Source: an optimization exercise on an open RTL-to-GDS flow (aim: small area). Production flows keep margins and buffers that such runs may drop. RTL that was checked went through simulation tests only; none was proved equivalent to the original. Power is estimated from default activity; no workload was simulated.

==> inputs of amber <==
// cpu_core
module cpu_core(
    input clk,
    input rst,
    output [5:0] pc_out,
    input [15:0] instr_out,
    input [15:0] mem_Data_in,
    output mem_wr,
    output mem_rd,
    output [15:0] reg_Data_2,
    output [5:0] data_mem_address
    );
    wire [3:0] op = instr_out[15:12];
    wire [3:0] rd = instr_out[11:8];
    wire [3:0] rs = instr_out[7:4];
    wire [3:0] rt = instr_out[3:0];
    genvar g, k;
    wire op_add  = (op == 4'h1);
    wire op_addi = (op == 4'h2);
    wire op_mul  = (op == 4'h3);
    wire op_and  = (op == 4'h4);
    wire op_or   = (op == 4'h5);
    wire op_div  = (op == 4'h6);
    wire op_jeq  = (op == 4'h7);
    wire op_cmp  = (op == 4'h8);
    wire op_mov  = (op == 4'h9);
    wire op_jmp  = (op == 4'hA);
    wire op_jr   = (op == 4'hB);
    wire op_lw   = (op == 4'hC);
    wire op_sw   = (op == 4'hD);
    wire op_li   = (op == 4'hE);
    wire op_sub  = (op == 4'hF);
    wire use_imm = op_addi | op_lw | op_sw;
    wire do_sub  = op_sub | op_cmp | op_jeq;
    wire reg_wr  = op_add | op_addi | op_mul | op_and | op_or | op_div |
                   op_cmp | op_mov | op_lw | op_li | op_sub;
    reg [15:0] rf [0:15];
    reg [15:0] valid;
    wire [15:0] sa, sb, we;
    generate for (g = 0; g < 16; g = g + 1) begin : dec
        assign sa[g] = valid[g] & (rs == g);
        assign sb[g] = valid[g] & (rt == g);
  ...
==> flow/config.mk <==
export PLATFORM = sky130hd
export DESIGN_NAME = cpu_core
export DESIGN_NICKNAME = cpu_core
export VERILOG_FILES = /design/flow/design.v
export SDC_FILE = /design/flow/constraint.sdc
export NUM_CORES = 4
export LEC_CHECK = 0
export CAP_MARGIN = 20
export CORE_MARGIN = 2
export CORE_UTILIZATION = 50
export CTS_BUF_LIST = sky130_fd_sc_hd__clkbuf_8
export CTS_CLUSTER_DIAMETER = 60
export CTS_CLUSTER_SIZE = 18
export GPL_TIMING_DRIVEN = 0
export PLACE_DENSITY = 0.75
export SETUP_SLACK_MARGIN = 0.1
export SLEW_MARGIN = 20
export SYNTH_HIERARCHICAL = 1
export SYNTH_MINIMUM_KEEP_SIZE = 0
==> flow/constraint.sdc <==
create_clock -name core_clock -period 11.0 [get_ports {clk}]
set_input_delay 2.2000 -clock core_clock [delete_from_list [all_inputs] [get_ports {clk}]]
set_output_delay 2.2000 -clock core_clock [all_outputs]
set_load 0.01 [all_outputs]
standard.sh (not shown) runs the stock make flow with config.mk's settings and CLKGATE_MAP_FILE= SYNTH_SCRIPT=/design/flow/synth_recipe.tcl, a recipe that flattens the netlist after the stock synthesis.
==> flow/flow/run.sh <==
#!/bin/bash
set -euo pipefail
export BUFFER_PORTS_ARGS="-buffer_cell sky130_fd_sc_hd__buf_1"
export RECOVER_POWER=100
export REMOVE_ABC_BUFFERS=1
export POST_GLOBAL_ROUTE_TCL="$PWD/flow/post_grt.tcl"
bash standard.sh > standard_flow.log 2>&1
==> flow/flow/post_grt.tcl <==
# Runs at the end of global routing, after power recovery: repair the slew and
# capacitance limits again, then setup and hold, and write the route guides anew.
global_route -start_incremental
repair_design_helper
detailed_placement
global_route -end_incremental
estimate_parasitics -global_routing
global_route -start_incremental
repair_timing_helper
detailed_placement
global_route -end_incremental
estimate_parasitics -global_routing
report_check_types -max_slew -max_capacitance
report_worst_slack
write_guides $::env(RESULTS_DIR)/route.guide
==> garnet (differences from amber) <==
==> flow/flow/run.sh (replaced) <==
#!/bin/bash
set -euo pipefail
export BUFFER_PORTS_ARGS="-buffer_cell sky130_fd_sc_hd__buf_1"
export RECOVER_POWER=100
export POST_GLOBAL_ROUTE_TCL="$PWD/flow/post_grt.tcl"
bash standard.sh > standard_flow.log 2>&1
- CTS_BUF_LIST: sky130_fd_sc_hd__clkbuf_8 -> unset
- CTS_CLUSTER_DIAMETER: 60 -> 80
- CTS_CLUSTER_SIZE: 18 -> 30
- PLACE_DENSITY: 0.75 -> unset
- SETUP_SLACK_MARGIN: 0.1 -> unset
==> results.txt <==
quantity                                                                    garnet                     amber
Endpoint with the worst hold slack                                        valid[0]                 valid[15]
Worst reg-to-reg path cell count                                                23                        21
Total clock buffers created by CTS                                              14                        21
Overall routing resource usage                                               0.307                     0.281
Cell type of the slowest stage on the worst timing path  sky130_fd_sc_hd__clkbuf_1  sky130_fd_sc_hd__nand3_1
Area used by multi-input combinational logic                              7650 µm²                  7610 µm²
Peak ir drop on the vdd network                                           0.135 mV                  0.110 mV
Layout overhead on the synthesized area                                      8.14%                     6.92%
Net load switching power                                                   1.23 mW                   1.15 mW
Detailed Routing Iterations Pass 1                                               9                        13
WL met3                                                                    4.86 mm                   6.08 mm
Post-layout minimum cycle time                                           10,740 ps                 10,660 ps
Run status                                                 complete, no violations   complete, no violations
DRT met1 WL                                                                19.6 mm                   16.9 mm


==> 05-19 <==
Another version of the RTL of cpu_core (not shown whole).
## cpu_core
module cpu_core(
    input clk,
    input rst,
    output [5:0] pc_out,
    input [15:0] instr_out,
    input [15:0] mem_Data_in,
    output mem_wr,
    output mem_rd,
    output [15:0] reg_Data_2,
    output [5:0] data_mem_address
    );
clock: 11.0 ns
lec_check: 0
cap_margin: 20
core_margin: 2
core_utilization: 50
cts_cluster_diameter: 80
cts_cluster_size: 30
gpl_timing_driven: 0
slew_margin: 20
synth_hierarchical: 1
synth_minimum_keep_size: 0
==> flow/flow/run.sh <==
#!/bin/bash
set -euo pipefail
export BUFFER_PORTS_ARGS="-buffer_cell sky130_fd_sc_hd__buf_1"
export RECOVER_POWER=100
bash standard.sh > standard_flow.log 2>&1
==> 10-26: changes against 05-19 <==
==> flow/run.sh (new file) <==
#!/bin/bash
# synth_recipe.tcl (not shown) runs the flow's synth.tcl, then flattens the netlist and writes it again
# the make line also repeats each setting of config.mk as NAME=value (left out here)
make -C /OpenROAD-flow-scripts/flow DESIGN_CONFIG=/design/flow/config.mk WORK_HOME=/design/flow/orfs CLKGATE_MAP_FILE= SYNTH_SCRIPT=/design/flow/synth_recipe.tcl finish
removed: flow/flow/run.sh
removed: flow/standard.sh
==> qor summary <==
quantity	05-19	10-26
Run status	finished with violations	no timing/DRC/antenna violations
Violated checks	capacitance limit, slew limit	-
Class of the most critical setup path	input pin to flop	input pin to output port
Clock Power	603 uW	589 uW
Final #Nets	1,528	1,534
Arr. time, crit path	10.74 ns	8.50 ns
Number of fillers in the final layout	2,859	2,731
Total internal power	2.15 mW	2.21 mW
Met2 routed wirelength	24,900 um	24,800 um
Maximum operating frequency	0.0931 GHz	0.0935 GHz
Power density cells	190 nW/um2	186 nW/um2
Combinational logic power	1.46 mW	1.51 mW
Proportion of cell area occupied by multi-input gates	0.434	0.424
First-pass GRT wire length	75,200 um	76,200 um
Slack of the worst reg-to-reg path	2.18 ns	2.76 ns
Global placement routability congestion	0.872	0.867
Total net switching power	1.23 mW	1.21 mW


==> 08-26: inputs <==
Another version of the RTL of cpu_core (not shown whole).
==> module cpu_core, before the edit <==
module cpu_core(
    input clk,
    input rst,
    output [5:0] pc_out,
    input [15:0] instr_out,
    input [15:0] mem_Data_in,
    output mem_wr,
    output mem_rd,
    output [15:0] reg_Data_2,
    output [5:0] data_mem_address
    );
    wire [3:0] op = instr_out[15:12];
    wire [3:0] rd = instr_out[11:8];
    wire [3:0] rs = instr_out[7:4];
    wire [3:0] rt = instr_out[3:0];
    genvar g, k;
    wire op_add  = (op == 4'h1);
    wire op_addi = (op == 4'h2);
    wire op_mul  = (op == 4'h3);
    wire op_and  = (op == 4'h4);
    wire op_or   = (op == 4'h5);
    wire op_div  = (op == 4'h6);
    wire op_jeq  = (op == 4'h7);
    wire op_cmp  = (op == 4'h8);
    wire op_mov  = (op == 4'h9);
    wire op_jmp  = (op == 4'hA);
    wire op_jr   = (op == 4'hB);
    wire op_lw   = (op == 4'hC);
    wire op_sw   = (op == 4'hD);
    wire op_li   = (op == 4'hE);
    wire op_sub  = (op == 4'hF);
    wire use_imm = op_addi | op_lw | op_sw;
    wire do_sub  = op_sub | op_cmp | op_jeq;
    wire reg_wr  = op_add | op_addi | op_mul | op_and | op_or | op_div |
                   op_cmp | op_mov | op_lw | op_li | op_sub;
    reg [15:0] rf [0:15];
    reg [15:0] valid;
    wire [15:0] sa, sb, we;
    generate for (g = 0; g < 16; g = g + 1) begin : dec
        assign sa[g] = valid[g] & (rs == g);
        assign sb[g] = valid[g] & (rt == g);
        assign we[g] = reg_wr & (rd == g);
    end endgenerate
    wire [15:0] A, B;
    generate for (k = 0; k < 16; k = k + 1) begin : rp
        wire [15:0] col;
        for (g = 0; g < 16; g = g + 1) begin : c
            assign col[g] = rf[g][k];
        end
        rd16 ra (.s(sa), .d(col), .y(A[k]));
        rd16 rb (.s(sb), .d(col), .y(B[k]));
    end endgenerate
    wire [15:0] Y;
    assign Y[3:0]  = use_imm ? rt : (B[3:0] ^ {4{do_sub}});
    assign Y[15:4] = use_imm ? 12'h000 : (B[15:4] ^ {12{do_sub}});
    wire [16:0] C;
    wire [15:0] S;
    wire [16:8] C0, C1;
    wire [15:8] S0, S1;
    assign C[0] = do_sub;
    assign C0[8] = 1'b0;
    assign C1[8] = 1'b1;
    generate for (g = 0; g < 8; g = g + 1) begin : addl
        fa1 u (.a(A[g]), .b(Y[g]), .c(C[g]), .s(S[g]), .co(C[g+1]));
    end endgenerate
    generate for (g = 8; g < 16; g = g + 1) begin : addh
        fa1 u0 (.a(A[g]), .b(Y[g]), .c(C0[g]), .s(S0[g]), .co(C0[g+1]));
        fa1 u1 (.a(A[g]), .b(Y[g]), .c(C1[g]), .s(S1[g]), .co(C1[g+1]));
    end endgenerate
    assign S[15:8] = C[8] ? S1 : S0;
    assign C[16]   = C[8] ? C1[16] : C0[16];
    wire eq = (A == B);      
    wire ge = C[16];         
    wire [15:0] P;
    mul16lo mu (.a(A), .b(B), .p(P));
    wire c_s   = op_add | op_addi | op_sub;
    wire c_and = op_and;
    wire c_x   = op_or | op_mov;       
    wire [15:0] K;                     
    assign K[7:0]   = ({8{op_li}} & instr_out[7:0]) | {8{op_cmp & ge}};
    assign K[11:8]  = {4{(op_li & instr_out[7]) | (op_cmp & (eq | ~ge))}};
    assign K[15:12] = {4{op_cmp & (eq | ~ge)}};
    wire [15:0] nK = ~K;
    wire [15:0] wd;
    generate for (k = 0; k < 16; k = k + 1) begin : wb
        wire t, u, v, w;
        a21o   ga (.a1(B[k]), .a2(c_and), .b1(c_x), .y(t));
        aoi222 gb (.a1(c_s), .a2(S[k]), .b1(op_mul), .b2(P[k]), .c1(op_lw), .c2(mem_Data_in[k]), .y(u));
        if (k < 15) begin : h
            aoi222 gc (.a1(op_div), .a2(A[k+1]), .b1(A[k]), .b2(t), .c1(op_or), .c2(B[k]), .y(v));
        end else begin : l
            aoi22  gc (.a1(A[k]), .a2(t), .b1(op_or), .b2(B[k]), .y(v));
        end
        nand3m gd (.a(u), .b(v), .c(nK[k]), .y(wd[k]));
    end endgenerate
    integer i;
    always @(posedge clk) begin
        for (i = 0; i < 16; i = i + 1)
            if (we[i]) rf[i] <= wd;
    end
    always @(posedge clk or posedge rst) begin
        if (rst) valid <= 16'h0000;
        else     valid <= valid | we;
    end
    reg [5:0] pc;
    assign pc_out = pc;
    wire [5:0] pc_inc = pc + 6'd1;
    wire s_jeq = op_jeq & eq;
    wire s_inc = ~(s_jeq | op_jr | op_jmp);
    wire [5:0] pc_nx = ({6{s_jeq}} & {2'b00, rd}) | ({6{op_jr}} & A[5:0]) |
                       ({6{op_jmp}} & instr_out[5:0]) | ({6{s_inc}} & pc_inc);
    always @(posedge clk or posedge rst) begin
        if (rst) pc <= 6'd0;
        else     pc <= pc_nx;
    end
    assign mem_rd = op_lw;
    assign mem_wr = op_sw;
    assign data_mem_address = S[5:0];
    assign reg_Data_2 = B;
endmodule
export LEC_CHECK = 0
export CAP_MARGIN = 20
export CORE_MARGIN = 2
export CORE_UTILIZATION = 50
export CTS_CLUSTER_DIAMETER = 80
export CTS_CLUSTER_SIZE = 30
export GPL_TIMING_DRIVEN = 0
export SLEW_MARGIN = 20
export SYNTH_HIERARCHICAL = 1
export SYNTH_MINIMUM_KEEP_SIZE = 0
create_clock -name core_clock -period 11.0 [get_ports {clk}]
run.sh (not shown) runs the stock make flow with config.mk's settings and CLKGATE_MAP_FILE= SYNTH_SCRIPT=/design/flow/synth_recipe.tcl, a recipe that flattens the netlist after the stock synthesis.
Stock flow here: none of the scripts above is used.
==> inputs of 06-17, as changes to 08-26 <==
--- a/flow/design.v
+++ b/flow/design.v
@@ -471,17 +471,7 @@
     wire [15:0] S;
-    wire [16:8] C0, C1;
-    wire [15:8] S0, S1;
     assign C[0] = do_sub;
-    assign C0[8] = 1'b0;
-    assign C1[8] = 1'b1;
-    generate for (g = 0; g < 8; g = g + 1) begin : addl
+    generate for (g = 0; g < 16; g = g + 1) begin : add
         fa1 u (.a(A[g]), .b(Y[g]), .c(C[g]), .s(S[g]), .co(C[g+1]));
     end endgenerate
-    generate for (g = 8; g < 16; g = g + 1) begin : addh
-        fa1 u0 (.a(A[g]), .b(Y[g]), .c(C0[g]), .s(S0[g]), .co(C0[g+1]));
-        fa1 u1 (.a(A[g]), .b(Y[g]), .c(C1[g]), .s(S1[g]), .co(C1[g+1]));
-    end endgenerate
-    assign S[15:8] = C[8] ? S1 : S0;
-    assign C[16]   = C[8] ? C1[16] : C0[16];
-    wire eq = (A == B);      
+    wire eq = ~|S;           
     wire ge = C[16];         
--- a/flow/config.mk
+++ b/flow/config.mk
@@ -9,6 +9,3 @@
 export CORE_MARGIN = 2
-export CORE_UTILIZATION = 50
-export CTS_CLUSTER_DIAMETER = 80
-export CTS_CLUSTER_SIZE = 30
-export GPL_TIMING_DRIVEN = 0
+export CORE_UTILIZATION = 40
 export SLEW_MARGIN = 20
==> inputs of 12-14, as changes to 08-26 <==
--- a/flow/design.v
+++ b/flow/design.v
@@ -485,3 +485,3 @@
     assign C[16]   = C[8] ? C1[16] : C0[16];
-    wire eq = (A == B);      
+    wire eq = ~|S;           
     wire ge = C[16];         
==> flow/flow/run.sh (new file) <==
#!/bin/bash
set -euo pipefail
export BUFFER_PORTS_ARGS="-buffer_cell sky130_fd_sc_hd__buf_1"
export RECOVER_POWER=100
export REMOVE_ABC_BUFFERS=1
export POST_GLOBAL_ROUTE_TCL="$PWD/flow/post_grt.tcl"
bash standard.sh > standard_flow.log 2>&1
==> flow/flow/post_grt.tcl (new file) <==
# Runs at the end of global routing, after power recovery: repair the slew and
# capacitance limits again, then setup and hold, and write the route guides anew.
global_route -start_incremental
repair_design_helper
detailed_placement
global_route -end_incremental
estimate_parasitics -global_routing
global_route -start_incremental
repair_timing_helper
detailed_placement
global_route -end_incremental
estimate_parasitics -global_routing
report_check_types -max_slew -max_capacitance
report_worst_slack
write_guides $::env(RESULTS_DIR)/route.guide
==> flow/standard.sh (new file) <==
#!/bin/bash
# synth_recipe.tcl (not shown) runs the flow's synth.tcl, then flattens the netlist and writes it again
# the make line also repeats each setting of config.mk as NAME=value (left out here)
make -C /OpenROAD-flow-scripts/flow DESIGN_CONFIG=/design/flow/config.mk WORK_HOME=/design/flow/orfs CLKGATE_MAP_FILE= SYNTH_SCRIPT=/design/flow/synth_recipe.tcl "${@:-finish}"
removed: flow/run.sh
==> results.txt <==
Met3 global-route usage: 12-14 0.0477; 06-17 0.0419; 08-26 0.0403
Global-route wire length before repair: 12-14 75.6 mm; 06-17 75.9 mm; 08-26 77.1 mm
Top power consumer group: 12-14 registers; 06-17 registers; 08-26 combinational cells
Worst hold margin: 12-14 0.514 ns; 06-17 0.485 ns; 08-26 0.515 ns
Power attributed to combinational cells: 12-14 1.29 mW; 06-17 1.31 mW; 08-26 1.56 mW
Post-layout worst setup margin: 12-14 0.178 ns; 06-17 0.251 ns; 08-26 0.184 ns
Simple-gate area share of the yosys netlist: 12-14 0.118; 06-17 0.119; 08-26 0.117
Metal1 wirelength: 12-14 19.4 mm; 06-17 20.4 mm; 08-26 20.0 mm
Max frequency: 12-14 0.0924 GHz; 06-17 0.0930 GHz; 08-26 0.0925 GHz
Chip width: 12-14 182 um; 06-17 202 um; 08-26 183 um
Routed via count: 12-14 12200; 06-17 12300; 08-26 12500
Transition time of the tightest slew-check pin: 12-14 1.10 ns; 06-17 1.11 ns; 08-26 1.13 ns
Num tapcells: 12-14 402; 06-17 518; 08-26 402
Run status: 12-14 no timing/DRC/antenna violations; 06-17 no timing/DRC/antenna violations; 08-26 no timing/DRC/antenna violations
Fraction of the mapped netlist area in compound gates: 12-14 0.147; 06-17 0.151; 08-26 0.143
Power Internal: 12-14 2.06 mW; 06-17 2.39 mW; 08-26 2.29 mW
Final weighted congestion in routability-driven placement: 12-14 0.865; 06-17 0.933; 08-26 0.839
Post-CTS setup buffer count: 12-14 59; 06-17 1; 08-26 67
Ratio of total power to cell area: 12-14 180 nW/um^2; 06-17 185 nW/um^2; 08-26 186 nW/um^2
Met2 WL post-DR: 12-14 24.7 mm; 06-17 23.0 mm; 08-26 25.8 mm
PnR Total Power: 12-14 3.21 mW; 06-17 3.54 mW; 08-26 3.54 mW
Vias per cell: 12-14 7.12; 06-17 6.46; 08-26 7.04
Adder and majority cell fraction of the synthesized area: 12-14 0.156; 06-17 0.148; 08-26 0.155
Met1 layer usage reported by global route: 12-14 0.405; 06-17 0.338; 08-26 0.426
Inverters: 12-14 15; 06-17 17; 08-26 15
Function was not checked in any run of this note: the RTL went through the layout flow alone.

## port drivers added, routing unchanged
Ports are ideal in the flow. The routed layouts listed here were re-timed in OpenROAD. Step 1, drivers: a clkbuf_16 drives clk and a buf_2 each remaining input, both assumed. Step 2 moves the port delays by t, midway between the first and last clock arrival at a register: inputs arrive t later, outputs are due t later. That takes back most of the time a late clock gives input paths. Three values: ideal ports, drivers, drivers and shift; two values: the first two.
| run | t, ns | setup WS [ns] | pins driven straight from the clock port |
|---|---|---|---|
| amber | 0.583 | 0.341 / 0.364 / -0.219 | 1 |
| garnet | 0.540 | 0.256 / 0.275 / -0.265 | 1 |
| 05-19 | 0.546 | 0.261 / 0.289 / -0.257 | 1 |
| 10-26 | 0.538 | 0.302 / 0.275 / -0.117 | 1 |
| 08-26 | 0.544 | 0.184 / 0.199 / -0.345 | 1 |
| 06-17 | 0.582 | 0.251 / 0.276 / -0.306 | 1 |
| 12-14 | 0.543 | 0.178 / 0.196 / -0.347 | 1 |
For amber, which loses most, drivers alone change the setup slack by +0.023 ns; drivers and shift together by -0.560 ns.
